Context: an optimization exercise on an open-source flow, tuned for small area and a short achievable clock period. The choices shown serve that exercise and are no tape-out recipe.
Function was checked by simulation only, so behaviour that the tests miss may differ from the original.

## delta
// disp_content
module disp_content(clk,
cur_mode, clk_status, hour_check_en, onehz,
main_seconds, sw_timerec,
alr_cur_set, alr_cur_set_mode, alr_music_cur, alr_len_cur, alr_sec_cur,
cd_seconds,
digits, disp_en);
input clk;
input [1:0] cur_mode;
input [1:0] clk_status;
input hour_check_en;
input onehz;
input [16:0] main_seconds;
input [25:0] sw_timerec;
input [1:0] alr_cur_set;
input [1:0] alr_cur_set_mode;
input [1:0] alr_music_cur;
input [1:0] alr_len_cur;
input [16:0] alr_sec_cur;
input [16:0] cd_seconds;
output [31:0] digits;
output [7:0] disp_en;
localparam K = 17;    
function [3:0] fix10;
    input [3:0] a;
    begin
        fix10[3] = a[3] | (a[2] & a[0]) | (a[2] & a[1]);
        fix10[2] = (a[3] & a[0]) | (a[2] & ~a[1] & ~a[0]);
        fix10[1] = (a[3] & ~a[0]) | (~a[2] & a[1]) | (a[1] & a[0]);
        fix10[0] = (a[3] & ~a[0]) | (~a[3] & ~a[2] & a[0]) | (a[2] & a[1] & ~a[0]);
    end
endfunction
function [5:0] fix60;
    input [5:0] a;
    begin
        fix60 = (a >= 6'd30) ? a + 6'd2 : a;
    end
endfunction
function [24:0] step;
    input [24:0] st;
    input a;
    input b;
    reg [3:0] c0, c1;
  ...
Settings: LEC_CHECK=0, CAP_MARGIN=20, CORE_MARGIN=2, CORE_UTILIZATION=55, CTS_BUF_LIST=sky130_fd_sc_hd__clkbuf_4 sky130_fd_sc_hd__clkbuf_8, SLEW_MARGIN=20; clock period 25.0 ns.
standard.sh (not shown) runs the stock make flow with config.mk's settings and CLKGATE_MAP_FILE= SYNTH_SCRIPT=/design/flow/synth_recipe.tcl, a recipe that flattens the netlist after the stock synthesis.
==> flow/flow/run.sh <==
#!/bin/bash
# Layout flow: the standard flow (standard.sh) with three changes:
#  - synthesis skips the full/half-adder extraction step, so ABC sees all
#    of the logic, and maps it with an ABC script of its own;
#  - input and output ports get sky130_fd_sc_hd__buf_1 buffers.
set -euo pipefail
here=$(pwd)
fdir=$here/flow
# synthesis script: the standard flow's own, with abc calls pointed at our ABC script
{
  echo "proc abc {args} {"
  echo "  set i [lsearch -exact \$args -script]"
  echo "  if {\$i >= 0} { lset args [expr {\$i + 1}] $fdir/abc_deep.script }"
  echo "  yosys abc {*}\$args"
  echo "}"
  cat $here/synth_recipe.tcl
} > $here/my_synth.tcl
sed -e "s#SYNTH_SCRIPT=[^ ]*#SYNTH_SCRIPT=$here/my_synth.tcl ADDER_MAP_FILE= 'BUFFER_PORTS_ARGS=-buffer_cell sky130_fd_sc_hd__buf_1'#" \
    $here/standard.sh > $here/my_flow.sh
bash $here/my_flow.sh synth > $here/synth.log 2>&1
bash $here/my_flow.sh > $here/layout.log 2>&1
==> flow/flow/abc_deep.script <==
strash
&get -n
&deepsyn -T 40
&put
dch -f
map -a
topo
stime -c
buffer -c
upsize -c
dnsize -c
delta completed end to end with timing, DRC and antenna clean.
Input-level comparison between violet and delta:
==> flow/flow/abc_deep.script <==
strash
&get -n
&deepsyn -T 40
&dch -f
&nf -p -R 1000 -E 100
&put
topo
stime -c
buffer -c
upsize -c
dnsize -c
==> run notes <==
From delta to violet, number of nets with antenna violations after routing did not move at all.
Cell with the largest stage delay on the worst path: o32ai_1 -> violet, clkinv_1 -> delta
Changes observed in violet relative to delta: tapcell count has decreased; met2 global-route usage has increased; worst hold slack dropped 6.3 ps; clock transition at the register clock pins on the worst setup and hold paths after CTS decreased 20 ps.
The inputs of pepper differ from those of violet as listed below.
-- flow/config.mk --
<<< violet, line 9
export CORE_MARGIN = 2
export CORE_UTILIZATION = 55
export CTS_BUF_LIST = sky130_fd_sc_hd__clkbuf_4 sky130_fd_sc_hd__clkbuf_8
>>> pepper, line 9
export CORE_MARGIN = 2
export CORE_UTILIZATION = 65
export CTS_BUF_LIST = sky130_fd_sc_hd__clkbuf_4 sky130_fd_sc_hd__clkbuf_8
Findings:
Compared with violet, pepper shows a lower slew at the pin with the worst max-slew slack. Relative to violet, the minimum period implied by the final worst setup slack of pepper is higher by 150 ps. Looking at post-route non-filler standard cell count, pepper sits 28 below violet. Side by side, peak clock frequency supported by timing turned out lower in pepper than in violet. Between violet and pepper, number of iterations in the first detailed-routing pass increased. pepper ended up with a higher total routing usage reported by global routing than violet did. pepper vs. violet: first-pass GRT wire length went down by about 1%. Compared violet against pepper; sequential share of layout area within noise. violet -> pepper: number of global-route vias before repair decreased slightly.
### pepper -> juniper
-- flow/config.mk --
<<< pepper, line 9
export CORE_MARGIN = 2
export CORE_UTILIZATION = 65
export CTS_BUF_LIST = sky130_fd_sc_hd__clkbuf_4 sky130_fd_sc_hd__clkbuf_8
export SLEW_MARGIN = 20
>>> juniper, line 9
export CORE_MARGIN = 2
export CORE_UTILIZATION = 55
export CTS_BUF_LIST = sky130_fd_sc_hd__clkbuf_4
export CTS_CLUSTER_SIZE = 12
export SLEW_MARGIN = 20
Results
- Diff pepper -> juniper: fmax went up 0.90%, total placed instance area went up about 0.6%.
- juniper against pepper: multi-input combinational cell count closely matched the old numbers, clock input transition at the sequential cells of the worst setup and hold paths increased by 30 ps relative to the old numbers.
- Re number of cells upsized or downsized after cts: no difference whatsoever between juniper and pepper.
- The wire length on pepper is in line with that on juniper.

* * *

disp_content, a different RTL version from the one above (not shown whole).
Size in the first run: about 44 flip-flops, about 6400 um2 of cells after synthesis.
## disp_content
module disp_content(clk,
cur_mode, clk_status, hour_check_en, onehz,
main_seconds, sw_timerec,
alr_cur_set, alr_cur_set_mode, alr_music_cur, alr_len_cur, alr_sec_cur,
cd_seconds,
digits, disp_en);
clock: 25.0 ns
lec_check: 0
cap_margin: 20
core_margin: 2
core_utilization: 40
slew_margin: 20
==> flow/flow/run.sh <==
#!/bin/bash
# Layout flow: ORFS synthesis without the full/half-adder extraction step
# (so ABC sees all of the logic) and with an area-oriented ABC script;
# every other step is the standard flow.
set -euo pipefail
here=$(pwd)
fdir=$here/flow
# synthesis script: the standard flow's own, with abc calls pointed at our ABC script
{
  echo "proc abc {args} {"
  echo "  set i [lsearch -exact \$args -script]"
  echo "  if {\$i >= 0} { lset args [expr {\$i + 1}] $fdir/abc_deep.script }"
  echo "  yosys abc {*}\$args"
  echo "}"
  cat $here/synth_recipe.tcl
} > $here/my_synth.tcl
# the make command standard.sh runs, with our synthesis script and no adder mapping
cmd=$(grep '^make ' $here/standard.sh | sed -e "s#SYNTH_SCRIPT=[^ ]*#SYNTH_SCRIPT=$here/my_synth.tcl ADDER_MAP_FILE=#" -e 's#"\${@:-finish}"##')
eval "$cmd synth" > $here/synth.log 2>&1
bash $here/standard.sh > $here/layout.log 2>&1
==> flow/flow/abc_deep.script <==
strash
&get -n
&deepsyn -T 40
&put
dch -f
map -a
topo
stime -c
buffer -c
upsize -c
dnsize -c
Next try:
==> flow/flow/abc_deep.script (replaced) <==
strash
&get -n
&deepsyn -T 40
&put
dch -f
map
topo
stime -c
buffer -c
upsize -c
dnsize -c
Count of clock-buffer cells in the layout is unchanged.
Wire length came out higher by a quarter to a third.
Worst setup slack gets better by 1200 ps.
First-iteration DRC count came out higher by a quarter to a third.
Final cell count came out higher by a little under a tenth.
Core utilization came out lower by 1.7 points.
Via count came out higher by about a fifth.
Next try:
==> flow/flow/run.sh (replaced) <==
#!/bin/bash
# Layout flow: the standard flow (standard.sh) with three changes:
#  - synthesis skips the full/half-adder extraction step, so ABC sees all
#    of the logic, and maps it with an area-oriented ABC script;
#  - input and output ports get sky130_fd_sc_hd__buf_1 buffers.
set -euo pipefail
here=$(pwd)
fdir=$here/flow
# synthesis script: the standard flow's own, with abc calls pointed at our ABC script
{
  echo "proc abc {args} {"
  echo "  set i [lsearch -exact \$args -script]"
  echo "  if {\$i >= 0} { lset args [expr {\$i + 1}] $fdir/abc_deep.script }"
  echo "  yosys abc {*}\$args"
  echo "}"
  cat $here/synth_recipe.tcl
} > $here/my_synth.tcl
sed -e "s#SYNTH_SCRIPT=[^ ]*#SYNTH_SCRIPT=$here/my_synth.tcl ADDER_MAP_FILE= 'BUFFER_PORTS_ARGS=-buffer_cell sky130_fd_sc_hd__buf_1'#" \
    $here/standard.sh > $here/my_flow.sh
bash $here/my_flow.sh synth > $here/synth.log 2>&1
bash $here/my_flow.sh > $here/layout.log 2>&1
==> flow/flow/abc_deep.script (replaced) <==
strash
&get -n
&deepsyn -T 40
&dch -f
&nf -p -R 1000 -E 100
&put
topo
stime -c
CORE_UTILIZATION = 55   (was 40)
CTS_BUF_LIST = sky130_fd_sc_hd__clkbuf_4 sky130_fd_sc_hd__clkbuf_8   (was default)
After rerunning: Cell area went down by about 27%. Clock skew hardly moves. Worst setup slack loses 2700 ps. Worst hold slack improves by 3.5 ps. Count of clock-buffer cells in the layout does not change. Wire length shrinks by about 32%. First-iteration DRC count went down by 32%. Critical path depth went up by 16. Synthesized cell count fell by 28%.
Next try:
--- a/flow/flow/run.sh
+++ b/flow/flow/run.sh
@@ -2,5 +2,5 @@
 # Layout flow: the standard flow (standard.sh) with three changes:
 #  - synthesis skips the full/half-adder extraction step, so ABC sees all
-#    of the logic, and maps it with an area-oriented ABC script;
+#    of the logic, and maps it with an ABC script of its own;
 #  - input and output ports get sky130_fd_sc_hd__buf_1 buffers.
 set -euo pipefail
==> flow/flow/abc_deep.script (replaced) <==
strash
&get -n
&deepsyn -T 40
&put
dch -f
map -a
topo
stime -c
buffer -c
upsize -c
dnsize -c
After rerunning: The changed run ran to the end with no violations. Global-route usage is lower by 1.5 points. Core utilization drops by 2.0 points. Worst setup slack improved by 1800 ps. Register-to-register slack barely changes. Critical path depth goes up by 1. Routed wire length rises by 5.0%. Non-clock buffer count decreases by 1.

afterwards: timing with drivers on the ports:
The flow's constraints put no driver on any port. The routed layouts listed below were extracted and timed again, unchanged, in two steps.
Step 1 assumes that a clkbuf_16 drives the clock port and a buf_2 every other input.
Step 2 adds t to the input delays and takes it off the output delays; t is the mean of the earliest and latest rising clock arrival at the registers after step 1. Input paths then give back, and output paths get back, about the clock's delay inside the block.
Slacks: no drivers / after step 1 / after step 2; pairs: no drivers / after step 1.
run | t (ns) | slack for setup (ns) | worst hold slack (ns) | worst setup path at the end | worst slew at a driven data input, ns
delta | 0.341 | 12.802 / 12.764 / 13.008 | 0.337 / 0.337 / 0.337 | input to register | 0.05
violet | 0.330 | 12.479 / 12.447 / 12.494 | 0.330 / 0.330 / 0.330 | input to register | 0.05
pepper | 0.338 | 12.329 / 12.293 / 12.531 | 0.331 / 0.331 / 0.331 | input to register | 0.04
juniper | 0.388 | 12.443 / 12.413 / 12.489 | 0.341 / 0.341 / 0.341 | input to register | 0.05
the first run of note 2 | 0.334 | 11.994 / 11.955 / 12.289 | 0.335 / 0.335 / 0.335 | register to output | 0.04
the second run of note 2 | 0.336 | 13.230 / 13.190 / 13.525 | 0.334 / 0.334 / 0.334 | register to output | 0.05
the third run of note 2 | 0.350 | 10.496 / 10.508 / 10.159 | 0.338 / 0.338 / 0.338 | input to register | 0.04
the fourth run of note 2 | 0.354 | 12.310 / 12.281 / 12.635 | 0.338 / 0.338 / 0.338 | register to output | 0.04
After both steps setup and hold are still met in every run listed. For the third run of note 2, which loses most, drivers alone change the setup slack by +0.012 ns; drivers and shift together by -0.337 ns.
